Context: an optimization exercise on an open-source flow, tuned for small area. The choices shown serve that exercise and are no tape-out recipe.
Function was checked by simulation only, so behaviour that the tests miss may differ from the original.
Power and IR drop assume default switching activity.

## flow/design.v

```verilog
module ahb_pwm(
    input              I_ahb_clk,
    input              I_rst,
    input   [1:0]      I_ahb_htrans,
    input              I_ahb_hwrite,
    input   [31:0]     I_ahb_haddr,
    input   [2:0]      I_ahb_hsize,
    input   [2:0]      I_ahb_hburst,
    input   [3:0]      I_ahb_hprot,
    input              I_ahb_hmastlock,
    input   [31:0]     I_ahb_hwdata,
    output  reg [31:0] O_ahb_hrdata,
    output  wire[1:0]  O_ahb_hresp,
    output  wire       O_ahb_hready,
    output  [7:0]      pwmo
);
localparam [31:0] POL = 32'hffff_5554;
reg s1, s2;
always @(posedge I_ahb_clk or posedge I_rst) begin
    if (I_rst) begin
        s1 <= 1'b0;
        s2 <= 1'b0;
    end else begin
        s1 <= (I_ahb_htrans == 2'b10);
        s2 <= s1;
    end
end
assign O_ahb_hready = ~(s1 | s2);
assign O_ahb_hresp  = 2'b00;
wire [7:0] a    = I_ahb_haddr[7:0];
wire       a_ok = (a[1:0] == 2'b00) && (a[7:2] < 6'd18);
wire       wen  = s1 & I_ahb_hwrite & a_ok;
wire        rstn = ~I_rst;
wire [31:0] ws;
genvar g, b;
generate
for (b = 0; b < 32; b = b + 1) begin : wd
    if (POL[b])
        c_and2  n (.a(I_ahb_hwdata[b]), .b(rstn), .y(ws[b]));
    else
        c_nand2 n (.a(I_ahb_hwdata[b]), .b(rstn), .y(ws[b]));
end
endgenerate
wire [3:0] wj;
wire [4:0] wm;
assign wj[0] = wen & (a[3:2] == 2'd0);
assign wj[1] = wen & (a[3:2] == 2'd1);
assign wj[2] = wen & (a[3:2] == 2'd2);
assign wj[3] = wen & (a[3:2] == 2'd3);
assign wm[0] = (a[6:4] == 3'd0);
assign wm[1] = (a[6:4] == 3'd1);
assign wm[2] = (a[6:4] == 3'd2);
assign wm[3] = (a[6:4] == 3'd3);
assign wm[4] = (a[6:4] == 3'd4);
wire [17:0] sel, seln;
generate
for (g = 0; g < 18; g = g + 1) begin : wsl
    c_a21o  s (.a1(wj[g % 4]), .a2(wm[g / 4]), .b1(I_rst), .y(sel[g]));
    c_inv   n (.a(sel[g]), .y(seln[g]));
end
endgenerate
reg  [7:0]   ens;
reg  [31:0]  divs;
reg  [127:0] pers;
reg  [127:0] duts;
wire [7:0]   ens_d;
wire [31:0]  divs_d;
wire [127:0] pers_d;
wire [127:0] duts_d;
generate
for (b = 0; b < 8; b = b + 1) begin : wen_b
    c_a22o m (.a1(sel[0]), .a2(ws[b]), .b1(seln[0]), .b2(ens[b]), .y(ens_d[b]));
end
for (b = 0; b < 32; b = b + 1) begin : wdiv_b
    c_a22o m (.a1(sel[1]), .a2(ws[b]), .b1(seln[1]), .b2(divs[b]), .y(divs_d[b]));
end
for (g = 0; g < 8; g = g + 1) begin : wch
    for (b = 0; b < 16; b = b + 1) begin : bt
        c_a22o mp (.a1(sel[g+2]),  .a2(ws[b]), .b1(seln[g+2]),  .b2(pers[16*g+b]), .y(pers_d[16*g+b]));
        c_a22o md (.a1(sel[g+10]), .a2(ws[b]), .b1(seln[g+10]), .b2(duts[16*g+b]), .y(duts_d[16*g+b]));
    end
end
endgenerate
always @(posedge I_ahb_clk) begin
    ens  <= ens_d;
    divs <= divs_d;
    pers <= pers_d;
    duts <= duts_d;
end
reg       rv;
reg [4:0] ra;
always @(posedge I_ahb_clk) begin
    rv <= s1 & ~I_ahb_hwrite & a_ok;
    ra <= a[6:2];
end
wire [3:0] rj;
wire [4:0] rm;
assign rj[0] = rv & (ra[1:0] == 2'd0);
assign rj[1] = rv & (ra[1:0] == 2'd1);
assign rj[2] = rv & (ra[1:0] == 2'd2);
assign rj[3] = rv & (ra[1:0] == 2'd3);
assign rm[0] = (ra[4:2] == 3'd0);
assign rm[1] = (ra[4:2] == 3'd1);
assign rm[2] = (ra[4:2] == 3'd2);
assign rm[3] = (ra[4:2] == 3'd3);
assign rm[4] = (ra[4:2] == 3'd4);
wire rvn = ~rv;
wire [17:0] rsel, rseln;
generate
for (g = 0; g < 18; g = g + 1) begin : rsl
    c_nand2 n (.a(rj[g % 4]), .b(rm[g / 4]), .y(rseln[g]));
    c_and2  p (.a(rj[g % 4]), .b(rm[g / 4]), .y(rsel[g]));
end
endgenerate
wire [31:0] hr_d;
generate
for (b = 0; b < 16; b = b + 1) begin : rlo
    wire [17:0] src;
    assign src[0] = (b < 8) ? ens[b % 8] : ~POL[b];
    assign src[1] = divs[b];
    for (g = 0; g < 8; g = g + 1) begin : s
        assign src[g+2]  = pers[16*g+b];
        assign src[g+10] = duts[16*g+b];
    end
    if (POL[b] && b < 8) begin : t
        wire [5:0] y;
        for (g = 0; g < 6; g = g + 1) begin : o
            c_a222oi q (.a1(rsel[3*g]), .a2(src[3*g]), .b1(rsel[3*g+1]), .b2(src[3*g+1]),
                        .c1(rsel[3*g+2]), .c2(src[3*g+2]), .y(y[g]));
        end
        wire u1, u2, hn;
        c_nand2 r0 (.a(rvn), .b(O_ahb_hrdata[b]), .y(hn));
        c_nand4 r1 (.a(y[0]), .b(y[1]), .c(y[2]), .d(y[3]), .y(u1));
        c_nand3 r2 (.a(y[4]), .b(y[5]), .c(hn), .y(u2));
        c_or2   r3 (.a(u1), .b(u2), .y(hr_d[b]));
    end else if (POL[b]) begin : th
        wire [6:0] y;
        for (g = 0; g < 5; g = g + 1) begin : o
            c_a222oi q (.a1(rsel[3*g+1]), .a2(src[3*g+1]), .b1(rsel[3*g+2]), .b2(src[3*g+2]),
                        .c1(rsel[3*g+3]), .c2(src[3*g+3]), .y(y[g]));
        end
        c_nand2 q5 (.a(rsel[16]), .b(src[16]), .y(y[5]));
        c_nand2 q6 (.a(rsel[17]), .b(src[17]), .y(y[6]));
        wire u1, u2, hn;
        c_nand2 r0 (.a(rvn), .b(O_ahb_hrdata[b]), .y(hn));
        c_nand4 r1 (.a(y[0]), .b(y[1]), .c(y[2]), .d(y[3]), .y(u1));
        c_nand4 r2 (.a(y[4]), .b(y[5]), .c(y[6]), .d(hn), .y(u2));
        c_or2   r3 (.a(u1), .b(u2), .y(hr_d[b]));
    end else begin : n
        wire [8:0] p;
        for (g = 0; g < 9; g = g + 1) begin : o
            if (b >= 8 && g == 0)
                c_nor2  q (.a(rseln[1]), .b(src[1]), .y(p[g]));
            else
                c_o22ai q (.a1(rseln[2*g]), .a2(src[2*g]), .b1(rseln[2*g+1]), .b2(src[2*g+1]), .y(p[g]));
        end
        wire o1, o2, h;
        c_or4  r0 (.a(p[0]), .b(p[1]), .c(p[2]), .d(p[3]), .y(o1));
        c_or4  r1 (.a(p[4]), .b(p[5]), .c(p[6]), .d(p[7]), .y(o2));
        c_and2 r2 (.a(rvn), .b(O_ahb_hrdata[b]), .y(h));
        c_or4  r3 (.a(o1), .b(o2), .c(p[8]), .d(h), .y(hr_d[b]));
    end
end
for (b = 16; b < 32; b = b + 1) begin : rhi
    c_a22o q (.a1(rsel[1]), .a2(divs[b]), .b1(rvn), .b2(O_ahb_hrdata[b]), .y(hr_d[b]));
end
endgenerate
always @(posedge I_ahb_clk or posedge I_rst) begin
    if (I_rst)
        O_ahb_hrdata <= 32'd0;
    else
        O_ahb_hrdata <= hr_d;
end
generate
for (g = 0; g < 8; g = g + 1) begin : ch
    wire en = POL[g] ? ens[g] : ~ens[g];
    pwm_ch #(.DPOL(POL[4*g +: 4])) u (
        .clk(I_ahb_clk), .rst(I_rst), .en(en),
        .divs(divs[4*g +: 4]), .pers(pers[16*g +: 16]),
        .duts(duts[16*g +: 16]), .pwm(pwmo[g]));
end
endgenerate
endmodule
module pwm_ch #(
    parameter [3:0] DPOL = 4'b0100    
) (
    input         clk,
    input         rst,
    input         en,
    input  [3:0]  divs,
    input  [15:0] pers,
    input  [15:0] duts,
    output reg    pwm
);
reg [4:0]  cc;
reg [16:0] cpp;      
reg        st;
genvar i;
wire [3:0] eq;
generate
for (i = 0; i < 4; i = i + 1) begin : e
    if (DPOL[i])
        c_xnor2 x (.a(cc[i]), .b(divs[i]), .y(eq[i]));
    else
        c_xor2  x (.a(cc[i]), .b(divs[i]), .y(eq[i]));
end
endgenerate
wire t = en & ~cc[4] & (&eq);
wire [4:0] ccs, ccd;
wire [3:0] ccc;
c_ha  hcc0 (.a(cc[0]), .b(en), .s(ccs[0]), .co(ccc[0]));
generate
for (i = 1; i < 4; i = i + 1) begin : hcc
    c_ha h (.a(cc[i]), .b(ccc[i-1]), .s(ccs[i]), .co(ccc[i]));
end
endgenerate
c_xor2 xcc4 (.a(cc[4]), .b(ccc[3]), .y(ccs[4]));
wire zcn = ~(rst | t);
generate
for (i = 0; i < 5; i = i + 1) begin : mcc
    c_and2 m (.a(ccs[i]), .b(zcn), .y(ccd[i]));
end
endgenerate
wire [16:0] inc, cpd;
wire [15:0] cpc;
c_ha hcp0 (.a(cpp[0]), .b(t), .s(inc[0]), .co(cpc[0]));
generate
for (i = 1; i < 16; i = i + 1) begin : hcp
    c_ha h (.a(cpp[i]), .b(cpc[i-1]), .s(inc[i]), .co(cpc[i]));
end
endgenerate
c_xor2 xcp16 (.a(cpp[16]), .b(cpc[15]), .y(inc[16]));
wire [16:1] kp, kd;
wire [15:0] an;
c_nor2  kp0 (.a(cpp[0]), .b(pers[0]), .y(kp[1]));
c_nand2 kd0 (.a(cpp[0]), .b(duts[0]), .y(kd[1]));
generate
for (i = 1; i < 16; i = i + 1) begin : cmp
    if (i % 2 == 1) begin : a
        c_cmpa sp (.a(cpp[i]), .bn(pers[i]), .c(kp[i]), .y(kp[i+1]));
        c_cmpa sd (.a(cpp[i]), .bn(duts[i]), .c(kd[i]), .y(kd[i+1]));
    end else begin : b
        c_inv  ia (.a(cpp[i]), .y(an[i]));
        c_cmpb sp (.an(an[i]), .b(pers[i]), .cn(kp[i]), .y(kp[i+1]));
        c_cmpb sd (.an(an[i]), .b(duts[i]), .cn(kd[i]), .y(kd[i+1]));
    end
end
endgenerate
wire ltp, led;
c_nor2 ultp (.a(cpp[16]), .b(kp[16]), .y(ltp));
c_nor2 uled (.a(cpp[16]), .b(kd[16]), .y(led));
localparam [15:0] P = 16'h5554;
wire pz = ((pers ^ ~P) == 16'd0);
wire dz = ((duts ^ ~P) == 16'd0);
wire nz = |cpp;
wire z   = rst | (t & ~(pz | ltp));
wire zn  = ~z;
c_or2 mcp0 (.a(inc[0]), .b(z), .y(cpd[0]));
generate
for (i = 1; i < 17; i = i + 1) begin : mcp
    c_and2 m (.a(inc[i]), .b(zn), .y(cpd[i]));
end
endgenerate
wire nst = dz | (nz & led);
wire std = ~rst & (t ? nst : st);
always @(posedge clk) begin
    cc  <= ccd;
    cpp <= cpd;
    st  <= std;
end
always @(posedge clk or posedge rst) begin
    if (rst)
        pwm <= 1'b0;
    else
        pwm <= st;
end
endmodule
module c_cmpa(input a, input bn, input c, output y);
    wire g, p;
    c_nor2  ug (.a(a), .b(bn), .y(g));
    c_nand2 up (.a(a), .b(bn), .y(p));
    c_o21ai uy (.a1(g), .a2(c), .b1(p), .y(y));
endmodule
module c_cmpb(input an, input b, input cn, output y);
    wire gn, pn;
    c_nand2 ug (.a(an), .b(b), .y(gn));
    c_nor2  up (.a(an), .b(b), .y(pn));
    c_o21ai uy (.a1(pn), .a2(cn), .b1(gn), .y(y));
endmodule
module c_inv(input a, output y);
    assign y = ~a;
endmodule
module c_and2(input a, input b, output y);
    assign y = a & b;
endmodule
module c_or2(input a, input b, output y);
    assign y = a | b;
endmodule
module c_nand2(input a, input b, output y);
    assign y = ~(a & b);
endmodule
module c_nor2(input a, input b, output y);
    assign y = ~(a | b);
endmodule
module c_nand4(input a, input b, input c, input d, output y);
    assign y = ~(a & b & c & d);
endmodule
module c_xor2(input a, input b, output y);
    assign y = a ^ b;
endmodule
module c_xnor2(input a, input b, output y);
    assign y = ~(a ^ b);
endmodule
module c_ha(input a, input b, output s, output co);
    assign s  = a ^ b;
    assign co = a & b;
endmodule
module c_a21o(input a1, input a2, input b1, output y);
    assign y = (a1 & a2) | b1;
endmodule
module c_o21ai(input a1, input a2, input b1, output y);
    assign y = ~((a1 | a2) & b1);
endmodule
module c_a22o(input a1, input a2, input b1, input b2, output y);
    assign y = (a1 & a2) | (b1 & b2);
endmodule
module c_nand3(input a, input b, input c, output y);
    assign y = ~(a & b & c);
endmodule
module c_or4(input a, input b, input c, input d, output y);
    assign y = a | b | c | d;
endmodule
module c_a222oi(input a1, input a2, input b1, input b2, input c1, input c2, output y);
    assign y = ~((a1 & a2) | (b1 & b2) | (c1 & c2));
endmodule
module c_o22ai(input a1, input a2, input b1, input b2, output y);
    assign y = ~((a1 | a2) & (b1 | b2));
endmodule
```

## flow/flow/run.sh

```bash
#!/bin/bash
# Layout flow: the standard ORFS flow (standard.sh, unchanged synthesis),
# with two changes to how the layout is made:
#  - ports are buffered with sky130_fd_sc_hd__buf_1 instead of the default
#    port buffer cell;
#  - clock tree synthesis uses clkbuf_8 leaf clusters and no dummy loads.
# All tool output goes to flow.log in this folder; ORFS keeps each step's
# log under orfs/logs/.
set -euo pipefail
bash standard.sh \
  "BUFFER_PORTS_ARGS=-buffer_cell sky130_fd_sc_hd__buf_1" \
  "CTS_ARGS=-sink_clustering_enable -repair_clock_nets -dont_use_dummy_load -buf_list {sky130_fd_sc_hd__clkbuf_4 sky130_fd_sc_hd__clkbuf_8} -sink_clustering_size 12 -sink_clustering_max_diameter 45" \
  finish > flow.log 2>&1
```

## flow/standard.sh

```bash
#!/bin/bash
# synth_recipe.tcl (not shown) runs the flow's synth.tcl, then flattens the netlist and writes it again
# the make line also repeats each setting of config.mk as NAME=value (left out here)
make -C /OpenROAD-flow-scripts/flow DESIGN_CONFIG=/design/flow/config.mk WORK_HOME=/design/flow/orfs CLKGATE_MAP_FILE= SYNTH_SCRIPT=/design/flow/synth_recipe.tcl "${@:-finish}"
```

## flow/config.mk

```make
export PLATFORM = sky130hd
export DESIGN_NAME = ahb_pwm
export DESIGN_NICKNAME = ahb_pwm
export VERILOG_FILES = /design/flow/design.v
export SDC_FILE = /design/flow/constraint.sdc
export NUM_CORES = 4
export LEC_CHECK = 0
export CAP_MARGIN = 20
export CORE_MARGIN = 2
export CORE_UTILIZATION = 70
export CTS_BUF_LIST = sky130_fd_sc_hd__clkbuf_8
export CTS_CLUSTER_DIAMETER = 60
export CTS_CLUSTER_SIZE = 16
export GPL_TIMING_DRIVEN = 0
export PLACE_DENSITY = 0.8
export SLEW_MARGIN = 20
export SYNTH_HIERARCHICAL = 1
```

## flow/constraint.sdc

```tcl
create_clock -name core_clock -period 5.0 [get_ports {I_ahb_clk}]
set_input_delay 1.0000 -clock core_clock [delete_from_list [all_inputs] [get_ports {I_ahb_clk}]]
set_output_delay 1.0000 -clock core_clock [all_outputs]
set_load 0.01 [all_outputs]
```

==> out/qor.yml, run 1 <==
post_synth_inst_count: 2574
leakage_nw: 11.7
core_region_area_um2: 33600
fmaxAchievable_mhz: 229
period_minus_slack_ns: 4.37
setup_viol: 0
design.portCount: 123
grt.overflow.total: 0
post-dp-hpwl_um: 58100
crit_path_cell_trace: "xor2_1, nand4b_1, nor2_1, ha_1, ha_1, ha_1, ha_1, ha_1, ha_1, ha_1, ha_1, ha_1, ha_1, ha_1, ha_1, ha_1, ha_1, ha_1, ha_1, and2_1"
worst_path_dominant_cell_family: "adder cells"
tritoncts: "yes"
maxCapViolations: 0
synth.ff_latch_count: 528
drtIter0Drc: 3153
rsz0062_at_grt: "false"
floorplan.die.height_um: 189
worstRegToRegCells: 20
route.vias.total: 22100
setup.worst_path.start: "divs[13]"
routed_wl_um: 80500
power_mw: 8.18
setup_crit_start_kind: "flip-flop"
r2r_start: "divs[13]"
post_cts.repair.setup_buffers: 0
die_area_um2: 35800
detail-route-antenna-nets: 0
die_w_um: 189
p_int_mw: 5.85
cts_max_level: 2
worstPathRequired_ns: 5.57
worstSetupPathType: "flip-flop to flip-flop"
synth-seq-area-share: 0.449
netlist_area_um2: 24000
relative_contribution_of_the_clock_network_to_total_power: 0.290
netlist_top_cells_area: "sky130_fd_sc_hd__dfxtp_1 (41%), sky130_fd_sc_hd__a22o_1 (11%), sky130_fd_sc_hd__ha_1 (8.3%)"
clk_latency_ns: 0.68
number_of_global_route_vias_before_repair: 20700
grt_max_degree: 67
flow.area_growth_from_synthesis_pct: 7.33
worst_pin_slew_ns: 1.34
final_non_filler_cell_area_um2: 25800
seq_power_share: 0.605
detail_route.first_pass.iterations: 11
worstHoldPathType: "flip-flop to flip-flop"
critical_path_peak_fanout: 5
crit_end: "ch[3].u.cpp[15]"
start_util: 0.714
cell_taking_the_most_area_after_synthesis: "sky130_fd_sc_hd__dfxtp_1"
placement_stage_cell_area_um2: 25000
syn_area_per_cell_um2: 9.32
postCtsHoldBufs: 0
yosys_warning_count: 10
grt_first_pass_wirelength_um: 120000
vias_per_cell: 6.97
drcViolationCount: 0
max_slew_margin: 0.105
synth_top_cell_area_share: 0.405
timing.reg2reg.setup_slack_ns: 0.63
combinational_fraction_of_design_power: 0.105
r2r_end: "ch[3].u.cpp[15]"
finalHoldViolCount: 0
tot_gr_track_use: 0.443
worst_clock_skew_ns: 0.0684
crit_arrival_ns: 4.94
drive_above_1_share: 0.0346
cts_root_buffer: "sky130_fd_sc_hd__clkbuf_8"
cts_buffer_depth: 3
globalplace.congestion: 1.08
tritoncts_sinks: 528
cellPowerDensity_nw_per_um2: 318
port_buffers: 85
total_neg_setup_slack_ns: 0
critPathMostFrequentCell: "sky130_fd_sc_hd__ha_1"
std_cell_rows: 67
clk_pin_slew_ns: 0.08
critical_path_depth: 20
endpoint_kind: "flip-flop"
final_net_count: 2960
antenna_found_initial: 0
largest_stage_delay_on_the_critical_path_ns: 0.74
power.share.switching: 0.285
critPathBufInv: 0
netSwitchingPower_mw: 2.33
slew_violations: 0
layout_common_cells: "sky130_fd_sc_hd__dfxtp_1 (486), sky130_fd_sc_hd__a22o_1 (312), sky130_fd_sc_hd__nor2_1 (296)"
vdd.ir_drop.worst_v: 0.000284
routedWlPerCell_um: 25.4
cts_repair_resized_insts: 0
ys_types: 38
cts_made_buffers: 55
post-route-period-util: 0.874
run_status: "timing/DRC/antenna clean"
critical_path.slowest_cell: "sky130_fd_sc_hd__nor2_1"
layout.cells.most_common: "sky130_fd_sc_hd__dfxtp_1"
## cells by family (layout without fill, tap and decap cells)
kind of cell	count (synthesis)	count (layout)	share of synthesized area
compound gates	720	720	0.219
xor+xnor	48	48	0.0175
fa+ha+maj	160	160	0.0834
buf+inv	108	251	0.0172
flops	528	528	0.449
other cells	1	4	0.000156
simple gates	1009	1009	0.213
## registers in the layout, summed over array words and instances (netlist names)
name          count
O_ahb_hrdata     32
ch.u.cc          40
ch.u.cpp        136
ch.u.pwm          8
ch.u.st           8
divs             32
duts            128
ens               8
pers            128
ra                5
rv                1
s1                1
s2                1
## layout make-up
| type | instances | area [um2] |
|---|---|---|
| fillers | 2356 | 7860 |
| inverters | 106 | 400 |
| flip-flops and latches | 528 | 10800 |
| repair buffers | 88 | 363 |
| clock buffers | 55 | 757 |
| plain buffers | 2 | 15.0 |
| multi-input cells | 1939 | 12900 |
| diodes | 2 | 5.00 |
| well taps | 448 | 561 |
## power by group through the flow
stage               registers (mW)  logic, mW  clock network [mW]
floorplan                     4.80      0.601                   0
global placement              4.98      0.779                   0
detailed placement            5.00      0.828                   0
CTS                           4.91      0.836                2.36
global route                  4.96      0.927                2.51
finish                        4.95      0.861                2.37
## synthesized netlist by cell type (all sizes together)
library cell  instances
xor2                 25
and2                218
nand4b                8
and4b                16
nand4                35
a222oi               38
nor4                 24
nand3                 3
buf                   2
and3b                 1
inv                 106
nor3                  5
dfrtp                42
a21o                 18
a31oi                16
dfxtp               486
nor2                296
o22ai                77
or4b                  1
a22o                312
or2                  16
conb                  1
o31a                  1
nor3b                 6
nor2b                 1
ha                  160
xnor2                23
nand2               300
o21ai               248
or4                  27
nand2b                2
nor4bb               48
a2111oi               2
o41ai                 8
and3                  2
## worst min path at each step
stage          cells past startpoint     endpoint        from  slack [ns]
2_1_floorplan                      0  ch[0].u.pwm  ch[0].u.st        0.33
3_3_place_gp                       0  ch[4].u.pwm  ch[4].u.st        0.33
3_5_place_dp                       0  ch[4].u.pwm  ch[4].u.st        0.33
4_1_cts                            0  ch[3].u.pwm  ch[3].u.st        0.34
5_1_grt                            0  ch[3].u.pwm  ch[3].u.st        0.35
6_report                           0  ch[0].u.pwm  ch[0].u.st        0.34
## per-stage QoR
stage                     setup slack [ns]  cells  hold WS, ns   util
after global routing                 0.380   3166        0.349  0.766
after global placement               -2.65   3108        0.331  0.740
final                                0.630   3168        0.343  0.766
after floorplan                       1.22   2575        0.329      -
after CTS                            0.677   3166        0.343  0.765
after detailed placement             0.688   3111        0.333  0.743
## per-layer routing
layer,track usage,vias up,share of wire
met5,0,-,0
met2,0.651,1601,0.41
met3,0.108,367,0.13
met4,0.270,0,0.073
met1,0.589,10400,0.38
li1,-,9759,-
## worst reg2reg max path, cell delays in order, from the launching register on
cell and delay (ns):
sky130_fd_sc_hd__dfxtp_1 0.41, sky130_fd_sc_hd__xor2_1 0.16, sky130_fd_sc_hd__nand4b_1 0.11, sky130_fd_sc_hd__nor2_1 0.74, sky130_fd_sc_hd__ha_1 0.32, sky130_fd_sc_hd__ha_1 0.16
sky130_fd_sc_hd__ha_1 0.17, sky130_fd_sc_hd__ha_1 0.16, sky130_fd_sc_hd__ha_1 0.14, sky130_fd_sc_hd__ha_1 0.14, sky130_fd_sc_hd__ha_1 0.14, sky130_fd_sc_hd__ha_1 0.16
sky130_fd_sc_hd__ha_1 0.15, sky130_fd_sc_hd__ha_1 0.16, sky130_fd_sc_hd__ha_1 0.15, sky130_fd_sc_hd__ha_1 0.15, sky130_fd_sc_hd__ha_1 0.17, sky130_fd_sc_hd__ha_1 0.15
sky130_fd_sc_hd__ha_1 0.14, sky130_fd_sc_hd__ha_1 0.22, sky130_fd_sc_hd__and2_1 0.16
## Yosys stat by module (local to each module, per instance), a selection
module    cells  copies in the design  area [um2]
c_a21o        1                    18        7.51
c_or2         1                    15        6.26
c_o21ai       1                   240        5.00
ahb_pwm     375                     1        7150
c_nand3       1                     3        5.00
c_or4         1                    27        7.51
c_nor2        1                   268        3.75
c_ha          1                   160        12.5
c_a222oi      1                    38        10.0
c_inv         1                    74        3.75
c_nand2       1                   290        3.75
c_and2        1                   218        6.26
c_o22ai       1                    77        6.26
c_xnor2       1                    23        8.76
c_nand4       1                    11        6.26
==> run 2, diff against run 1 <==
--- a/flow/flow/run.sh
+++ b/flow/flow/run.sh
@@ -9,5 +9,5 @@
 set -euo pipefail
 bash standard.sh \
   "BUFFER_PORTS_ARGS=-buffer_cell sky130_fd_sc_hd__buf_1" \
-  "CTS_ARGS=-sink_clustering_enable -repair_clock_nets -dont_use_dummy_load -buf_list {sky130_fd_sc_hd__clkbuf_4 sky130_fd_sc_hd__clkbuf_8} -sink_clustering_size 12 -sink_clustering_max_diameter 45" \
+  "CTS_ARGS=-sink_clustering_enable -repair_clock_nets -dont_use_dummy_load -buf_list sky130_fd_sc_hd__clkbuf_8 -sink_clustering_size 18 -sink_clustering_max_diameter 60" \
   finish > flow.log 2>&1
==> run 2 against run 1 <==
Effect of this change: cell count shrank 0.57%; highest routed layer unchanged; via count shrank 0.21%; clock power shrank 17%; largest power group unchanged; sequential cell count is the same; clock skew shrank 0.0078 ns; synthesized cell count is the same; global-route usage shrank 0.58 points; critical path type unchanged; largest cell class unchanged; non-clock buffer count is the same; still clean; sequential share of layout area grew 0.41 points.
==> out/qor.yml, run 2 <==
run_status: "timing/DRC/antenna clean"
grtUsageMet2: 0.650
p_int_mw: 5.55
grt_first_pass_wirelength_um: 119000
crit_arrival_ns: 4.88
synth-async-reset-ratio: 0.0795
core_region_area_um2: 33600
postCtsHoldBufs: 0
ys_types: 38
layout_common_cells: "sky130_fd_sc_hd__dfxtp_1 (486), sky130_fd_sc_hd__a22o_1 (312), sky130_fd_sc_hd__nor2_1 (296)"
post_cts.repair.setup_buffers: 0
worstHoldPathType: "flip-flop to flip-flop"
cts_made_buffers: 37
grt.overflow.total: 0
vdd.ir_drop.worst_v: 0.000259
antenna_found_initial: 0
regArea_um2: 10800
multiInputGateArea_um2: 12900
synth.cells.most_frequent: "sky130_fd_sc_hd__dfxtp_1 (486), sky130_fd_sc_hd__a22o_1 (312), sky130_fd_sc_hd__nand2_1 (300)"
drcViolationCount: 0
synth_top_cell_area_share: 0.405
yosys_warning_count: 10
routedWlPerCell_um: 25.3
floorplan.die.height_um: 189
flow.area_growth_from_synthesis_pct: 6.27
stdcell_count: 3150
detail_route.first_pass.iterations: 12
worst_pin_slew_ns: 1.29
globalplace.congestion: 1.08
synth_edf_count: 0
rsz0062_at_grt: "false"
cts_buffer_depth: 3
worst_clock_skew_ns: 0.0606
port_buffers: 85
syn_area_per_cell_um2: 9.32
synth.most_common_cell: "sky130_fd_sc_hd__dfxtp_1"
leakage_nw: 11.5
maxCapViolations: 0
worst_hold_slack_ns: 0.346
routed_wl_um: 79700
layout.cells.most_common: "sky130_fd_sc_hd__dfxtp_1"
design.portCount: 123
relative_contribution_of_the_clock_network_to_total_power: 0.254
die_area_um2: 35800
combinational_fraction_of_design_power: 0.110
detail-route-antenna-nets: 0
cell_taking_the_most_area_after_synthesis: "sky130_fd_sc_hd__dfxtp_1"
clk_pin_slew_ns: 0.11
drive_above_1_share: 0.0278
groute.layer.met1.usage: 0.592
netlist_area_um2: 24000
start_util: 0.714
max_slew_margin: 0.140
synth-seq-area-share: 0.449
tritoncts: "yes"
largest-register: "ch.u.cpp"
drtIter0Drc: 3422
seq_power_share: 0.636
finalHoldViolCount: 0
post-dp-hpwl_um: 58100
cts_repair_resized_insts: 0
cellPowerDensity_nw_per_um2: 305
route.vias.total: 22000
vias_per_cell: 7.00
post_synth_inst_count: 2574
slew_violations: 0
setup_crit_start_kind: "flip-flop"
netlist_top_cells_area: "sky130_fd_sc_hd__dfxtp_1 (41%), sky130_fd_sc_hd__a22o_1 (11%), sky130_fd_sc_hd__ha_1 (8.3%)"
endpoint_kind: "flip-flop"
layout_top_registers: "ch.u.cpp (136), duts (128), pers (128)"
final_net_count: 2942
dpl.cell_count: 3111
worstPathRequired_ns: 5.49
netSwitchingPower_mw: 2.23
number_of_global_route_vias_before_repair: 20400
grt_max_degree: 67
postSynth.topFlopCell: "sky130_fd_sc_hd__dfxtp_1"
cts_root_buffer: "sky130_fd_sc_hd__clkbuf_8"
period_minus_slack_ns: 4.38
tot_gr_track_use: 0.437
grt.busiest_layer: "met2"
final.fill_count: 2383
fmaxAchievable_mhz: 228
clk_latency_ns: 0.63
post-route-period-util: 0.876
synth.ff_latch_count: 528
power.share.switching: 0.287
cts_max_level: 2
setup_viol: 0
worstSetupPathType: "flip-flop to flip-flop"
gr-usage-met3: 0.101
tritoncts_sinks: 528
largest_register_ff_count: 136
critical_path_peak_fanout: 5
die_w_um: 189
std_cell_rows: 67
run 2: changes by cell type in the layout (fill, tap and decap cells not counted):
cell / change
sky130_fd_sc_hd__nor3b_1: +1
sky130_fd_sc_hd__nor3b_2: -1
sky130_fd_sc_hd__clkbuf_8: -18
run 2: worst paths after layout:
path	from	endpoint	slack (ns)	depth (start not counted)
setup reg to reg	divs[13]	ch[3].u.cpp[15]	0.62	20
setup / recovery	divs[13]	ch[3].u.cpp[15]	0.62	20
hold / removal	ch[3].u.st	ch[3].u.pwm	0.35	0
hold reg to reg	ch[3].u.st	ch[3].u.pwm	0.35	0
min in group asynchronous	I_rst	ch[6].u.pwm	0.54	2
max in group asynchronous	I_rst	O_ahb_hrdata[2]	3.33	3
run 2: cell type report:
cell class	count	share of cell area
Sequential cell	528	0.423
Inverter	106	0.0157
Timing Repair Buffer	88	0.0142
Buffer	2	0.000589
Multi-Input combinational cell	1939	0.505
Antenna cell	2	0.000196
Clock buffer	37	0.0200
Tap cell	448	0.0220
run 2: cell families (layout without fill, tap and decap cells):
group	after synthesis	count (layout)	share of synthesized area
and+or+nand+nor	1009	1009	0.213
AOI/OAI and AO/OA	720	720	0.219
DFF	528	528	0.449
buffers and inverters	108	233	0.0172
adders and majority gates	160	160	0.0834
other	1	4	0.000156
xor gates and xnor gates	48	48	0.0175
run 2: critical path, cell delays in order, from the launching register on:
cell and delay (ns):
sky130_fd_sc_hd__dfxtp_1 0.44, sky130_fd_sc_hd__xor2_1 0.17, sky130_fd_sc_hd__nand4b_1 0.11, sky130_fd_sc_hd__nor2_1 0.74, sky130_fd_sc_hd__ha_1 0.32, sky130_fd_sc_hd__ha_1 0.16, sky130_fd_sc_hd__ha_1 0.17, sky130_fd_sc_hd__ha_1 0.16
sky130_fd_sc_hd__ha_1 0.14, sky130_fd_sc_hd__ha_1 0.14, sky130_fd_sc_hd__ha_1 0.15, sky130_fd_sc_hd__ha_1 0.16, sky130_fd_sc_hd__ha_1 0.15, sky130_fd_sc_hd__ha_1 0.15, sky130_fd_sc_hd__ha_1 0.15, sky130_fd_sc_hd__ha_1 0.15
sky130_fd_sc_hd__ha_1 0.14, sky130_fd_sc_hd__ha_1 0.14, sky130_fd_sc_hd__ha_1 0.14, sky130_fd_sc_hd__ha_1 0.22, sky130_fd_sc_hd__and2_1 0.16
run 2: power groups by stage:
stage                     clock (mW)  combinational [mW]  sequential [mW]
after floorplan                    0               0.601             4.80
after global placement             0               0.779             4.98
after detailed placement           0               0.828             5.00
after CTS                       1.97               0.835             4.91
after global routing            2.11               0.925             4.96
final                           1.97               0.858             4.95
run 2: modules after synthesis (local to each module, per instance), excerpt:
| module | copies in the design | area (um2) | cells |
|---|---|---|---|
| c_or2 | 15 | 6.26 | 1 |
| c_xor2 | 25 | 8.76 | 1 |
| c_nand3 | 3 | 5.00 | 1 |
| c_or4 | 27 | 7.51 | 1 |
| c_nand4 | 11 | 6.26 | 1 |
| c_inv | 74 | 3.75 | 1 |
| c_a222oi | 38 | 10.0 | 1 |
| c_a22o | 312 | 8.76 | 1 |
run 2: through the flow:
stage	util	area (um2)	setup slack [ns]	setup TNS, ns	power (mW)
final	0.759	25500	0.618	0	7.78
after global routing	0.758	25500	0.422	0	7.99
after CTS	0.758	25500	0.696	0	7.71
after detailed placement	0.743	25000	0.688	0	5.83
after global placement	0.740	24900	-2.65	-679.89	5.76
after floorplan	-	24000	1.22	0	5.40
run 2: per-layer routing:
metal / routed length [um] / part of all wire / up-vias
li1: - / - / 9715
met1: 30100 / 0.38 / 10300
met2: 33400 / 0.42 / 1696
met3: 11100 / 0.14 / 332
met4: 5120 / 0.064 / 0
met5: 0 / 0 / -
==> run 3, diff against run 2 <==
--- a/flow/design.v
+++ b/flow/design.v
@@ -14,7 +14,7 @@
     output  wire       O_ahb_hready,
     output  [7:0]      pwmo
 );
-localparam [31:0] POL = 32'hffff_5554;
+localparam [31:0] POL = 32'hffff_5540;
 reg s1, s2;
 always @(posedge I_ahb_clk or posedge I_rst) begin
     if (I_rst) begin
@@ -182,7 +182,7 @@
 endgenerate
 endmodule
 module pwm_ch #(
-    parameter [3:0] DPOL = 4'b0100    
+    parameter [3:0] DPOL = 4'b0000    
 ) (
     input         clk,
     input         rst,
@@ -232,11 +232,14 @@
 c_xor2 xcp16 (.a(cpp[16]), .b(cpc[15]), .y(inc[16]));
 wire [16:1] kp, kd;
 wire [15:0] an;
-c_nor2  kp0 (.a(cpp[0]), .b(pers[0]), .y(kp[1]));
-c_nand2 kd0 (.a(cpp[0]), .b(duts[0]), .y(kd[1]));
+c_or2  kp0 (.a(cpp[0]), .b(pers[0]), .y(kp[1]));
+c_and2 kd0 (.a(cpp[0]), .b(duts[0]), .y(kd[1]));
 generate
 for (i = 1; i < 16; i = i + 1) begin : cmp
-    if (i % 2 == 1) begin : a
+    if (i < 6) begin : m
+        c_maj  sp (.a(cpp[i]), .b(pers[i]), .c(kp[i]), .y(kp[i+1]));
+        c_maj  sd (.a(cpp[i]), .b(duts[i]), .c(kd[i]), .y(kd[i+1]));
+    end else if (i % 2 == 1) begin : a
         c_cmpa sp (.a(cpp[i]), .bn(pers[i]), .c(kp[i]), .y(kp[i+1]));
         c_cmpa sd (.a(cpp[i]), .bn(duts[i]), .c(kd[i]), .y(kd[i+1]));
     end else begin : b
@@ -249,7 +252,7 @@
 wire ltp, led;
 c_nor2 ultp (.a(cpp[16]), .b(kp[16]), .y(ltp));
 c_nor2 uled (.a(cpp[16]), .b(kd[16]), .y(led));
-localparam [15:0] P = 16'h5554;
+localparam [15:0] P = 16'h5540;
 wire pz = ((pers ^ ~P) == 16'd0);
 wire dz = ((duts ^ ~P) == 16'd0);
 wire nz = |cpp;
@@ -311,6 +314,9 @@
 module c_xnor2(input a, input b, output y);
     assign y = ~(a ^ b);
 endmodule
+module c_maj(input a, input b, input c, output y);
+    assign y = (a & b) | (a & c) | (b & c);
+endmodule
 module c_ha(input a, input b, output s, output co);
     assign s  = a ^ b;
     assign co = a & b;
==> run 3 against run 2 <==
Effect of this change: count of clock-buffer cells in the layout increased by 1; power up 0.53%; sequential share of layout area rose by 0.19 points; hold slack worse by 0.0095 ns; utilization is 0.15 points lower; setup slack got worse by 0.23 ns; clock power about the same; fmax is 5.0% lower; cell count shrank 5.1%; global-route usage is essentially flat; largest cell class unchanged.
==> out/qor.yml, run 3 <==
critical_path.slowest_cell: "sky130_fd_sc_hd__dfxtp_1"
worstSetupPathType: "flip-flop to flip-flop"
largest_register_ff_count: 136
grt_first_pass_wirelength_um: 118000
synth.ff_latch_count: 528
synth_top_cell_area_share: 0.408
vdd.ir_drop.worst_v: 0.000242
fmaxAchievable_mhz: 217
max_slew_margin: 0.0327
endpoint_kind: "flip-flop"
tritoncts_sinks: 528
synth.cells.most_frequent: "sky130_fd_sc_hd__dfxtp_1 (486), sky130_fd_sc_hd__a22o_1 (312), sky130_fd_sc_hd__and2_1 (226)"
post_cts.repair.setup_buffers: 0
tot_gr_track_use: 0.437
antenna-diode-count: 0
detail_route.first_pass.iterations: 8
netlist_top_cells_area: "sky130_fd_sc_hd__dfxtp_1 (41%), sky130_fd_sc_hd__a22o_1 (11%), sky130_fd_sc_hd__ha_1 (8.4%)"
cellPowerDensity_nw_per_um2: 308
cts_max_level: 2
detail-route-antenna-nets: 0
cts_root_buffer: "sky130_fd_sc_hd__clkbuf_8"
worstHoldPathType: "flip-flop to flip-flop"
crit_arrival_ns: 5.10
stdcell_count: 2990
std_cell_rows: 67
largest_stage_delay_on_the_critical_path_ns: 0.45
combinational_fraction_of_design_power: 0.111
yosys_warning_count: 11
setup_viol: 0
grt_max_degree: 47
postSynth.topFlopCell: "sky130_fd_sc_hd__dfxtp_1"
drive_above_1_share: 0.0598
maxCapViolations: 0
cts_repair_resized_insts: 0
period_minus_slack_ns: 4.61
synth.most_common_cell: "sky130_fd_sc_hd__dfxtp_1"
clk_pin_slew_ns: 0.11
critPathMostFrequentCell: "sky130_fd_sc_hd__ha_1"
total_neg_setup_slack_ns: 0
port_buffers: 85
synth-seq-area-share: 0.452
post-route-period-util: 0.922
worstRegToRegCells: 21
start_util: 0.712
die_w_um: 189
finalHoldViolCount: 0
flow.area_growth_from_synthesis_pct: 6.38
critical_path_peak_fanout: 4
routedWlPerCell_um: 26.5
seq_power_share: 0.635
grt.overflow.total: 0
power.share.switching: 0.284
cts_made_buffers: 38
dpl.cell_count: 2952
leakage_nw: 11.3
worst_clock_skew_ns: 0.0522
layout.cells.most_common: "sky130_fd_sc_hd__dfxtp_1"
rsz0062_at_grt: "false"
drcViolationCount: 0
core_region_area_um2: 33500
clk_latency_ns: 0.61
p_int_mw: 5.60
route.vias.total: 21100
drtIter0Drc: 3445
setup_crit_start_kind: "flip-flop"
vias_per_cell: 7.07
tritoncts: "yes"
run_status: "timing/DRC/antenna clean"
die_area_um2: 35600
globalplace.congestion: 1.06
synth_edf_count: 0
design.portCount: 123
layout_common_cells: "sky130_fd_sc_hd__dfxtp_1 (486), sky130_fd_sc_hd__a22o_1 (312), sky130_fd_sc_hd__nor2_1 (224)"
floorplan.die.height_um: 189
antenna_found_initial: 1
post_synth_inst_count: 2414
final_net_count: 2784
worst_pin_slew_ns: 1.45
number_of_global_route_vias_before_repair: 19800
netSwitchingPower_mw: 2.22
largest-register: "ch.u.cpp"
synth-async-reset-ratio: 0.0795
slew_violations: 0
cts_buffer_depth: 3
routed_wl_um: 79200
syn_area_per_cell_um2: 9.89
ys_types: 38
netlist_area_um2: 23900
postCtsHoldBufs: 0
relative_contribution_of_the_clock_network_to_total_power: 0.254
crit_path_cell_trace: "inv_1, nand4b_1, nor2_1, ha_1, ha_1, ha_1, ha_1, ha_1, ha_1, ha_1, ha_1, ha_1, ha_1, ha_1, ha_1, ha_1, ha_1, ha_1, ha_1, xor2_1, and2_1"
final.fill_count: 2244
layout_top_registers: "ch.u.cpp (136), duts (128), pers (128)"
min_delay_path_depth: 0
worstPathRequired_ns: 5.49
cell_taking_the_most_area_after_synthesis: "sky130_fd_sc_hd__dfxtp_1"
post-dp-hpwl_um: 58300
==> run 3: logic make-up (layout without fill, tap and decap cells) <==
family,Yosys count,after routing,synth area share
buffers and inverters,78,205,0.0126
other,1,2,0.000157
and+or+nand+nor,881,881,0.195
xor gates and xnor gates,48,48,0.0176
AOI/OAI and AO/OA,638,638,0.201
DFF,528,528,0.452
adders and majority gates,240,240,0.122
==> run 3: layout make-up <==
class                   count  area, um2  area share
clock buffers              38        523      0.0206
flip-flops and latches    528      10800       0.425
multi-input cells        1809      12800       0.505
inverters                  76        288      0.0113
plain buffers               2       15.0    0.000591
repair buffers             89        400      0.0158
well taps                 448        561      0.0221
==> run 3: per-layer routing <==
layer / part of all wire / vias to the layer above / routed length [um] / GRT usage
met3: 0.12 / 311 / 9630 / 0.0775
li1: - / 9243 / - / -
met1: 0.40 / 10000 / 31600 / 0.611
met4: 0.069 / 0 / 5460 / 0.256
met5: 0 / - / 0 / 0
met2: 0.41 / 1571 / 32600 / 0.637
==> run 3: power by group through the flow <==
stage	clock network, mW	registers, mW	logic (mW)
floorplan	0	4.82	0.615
CTS	1.97	4.92	0.847
global route	2.12	4.97	0.934
finish	1.99	4.96	0.869
detailed placement	0	5.02	0.840
global placement	0	5.00	0.787
==> run 3: final timing paths <==
kind | slack, ns | end | from
max in group asynchronous | 3.75 | O_ahb_hrdata[8] | I_rst
min reg2reg | 0.34 | ch[0].u.pwm | ch[0].u.st
min in group asynchronous | 0.56 | ch[1].u.pwm | I_rst
max | 0.39 | ch[7].u.cpp[16] | ens[7]
min | 0.34 | ch[0].u.pwm | ch[0].u.st
max reg2reg | 0.39 | ch[7].u.cpp[16] | ens[7]
==> run 3: metrics by stage <==
stage	power, mW	utilization	cell area, um2	hold slack, ns	setup WS [ns]
final	7.82	0.757	25400	0.337	0.388
after global routing	8.02	0.757	25400	0.351	0.176
after CTS	7.74	0.757	25400	0.341	0.486
after detailed placement	5.86	0.741	24900	0.337	0.519
after global placement	5.78	0.738	24700	0.335	-2.39
after floorplan	5.43	-	23900	0.332	1.20
==> run 3: worst max-delay path: cells and delay by family (launching register included) <==
kind / cells / cell delay, ns
xor gates and xnor gates: 1 / 0.17
adders and majority gates: 16 / 3.04
buffers and inverters: 1 / 0.16
DFF: 1 / 0.45
and+or+nand+nor: 3 / 0.68
==> run 3: per-module statistics from Yosys, one instance, submodules excluded, a selection <==
module    cells  copies in the design  flip-flops and latches
c_nor2        1                   180                       0
c_a21o        1                    18                       0
c_ha          1                   160                       0
c_a222oi      1                    26                       0
c_inv         1                    58                       0
c_maj         1                    80                       0
c_nand3       1                     1                       0
c_nand2       1                   202                       0
c_or4         1                    33                       0
c_and2        1                   226                       0
c_xnor2       1                    21                       0
c_nand4       1                     9                       0
c_xor2        1                    27                       0
c_o22ai       1                    95                       0

[separate check: timing with driven ports]
How much do the figures lean on ideal ports? The routed layouts below were timed once more, with nothing changed but the port constraints.
Step 1 (the two cells are an assumption about what drives the block):
set clk [get_ports {I_ahb_clk}]
set_driving_cell -lib_cell sky130_fd_sc_hd__clkbuf_16 $clk
set_driving_cell -lib_cell sky130_fd_sc_hd__buf_2 [delete_from_list [all_inputs] $clk]
Step 2 also shifts input and output timing later by t, the mid clock arrival at the registers, as if the neighbouring blocks saw the same clock.
Three values: ideal, step 1, step 2; two values: the first two.
| run | t, ns | slack for setup (ns) | hold WS [ns] | worst setup path at the end | worst slew at a driven data input, ns |
|---|---|---|---|---|---|
| run 1 | 0.700 | 0.630 / 0.630 / 0.054 | 0.343 / 0.343 / 0.343 | input to register | 0.05 |
| run 2 | 0.651 | 0.618 / 0.618 / 0.057 | 0.346 / 0.346 / 0.346 | input to register | 0.04 |
| run 3 | 0.635 | 0.388 / 0.388 / 0.388 | 0.337 / 0.337 / 0.337 | register to register | 0.04 |
After both steps setup and hold are still met in every run listed. The setup slack of run 1, which loses most, moves by 0.000 ns with the drivers and by -0.576 ns with both steps.
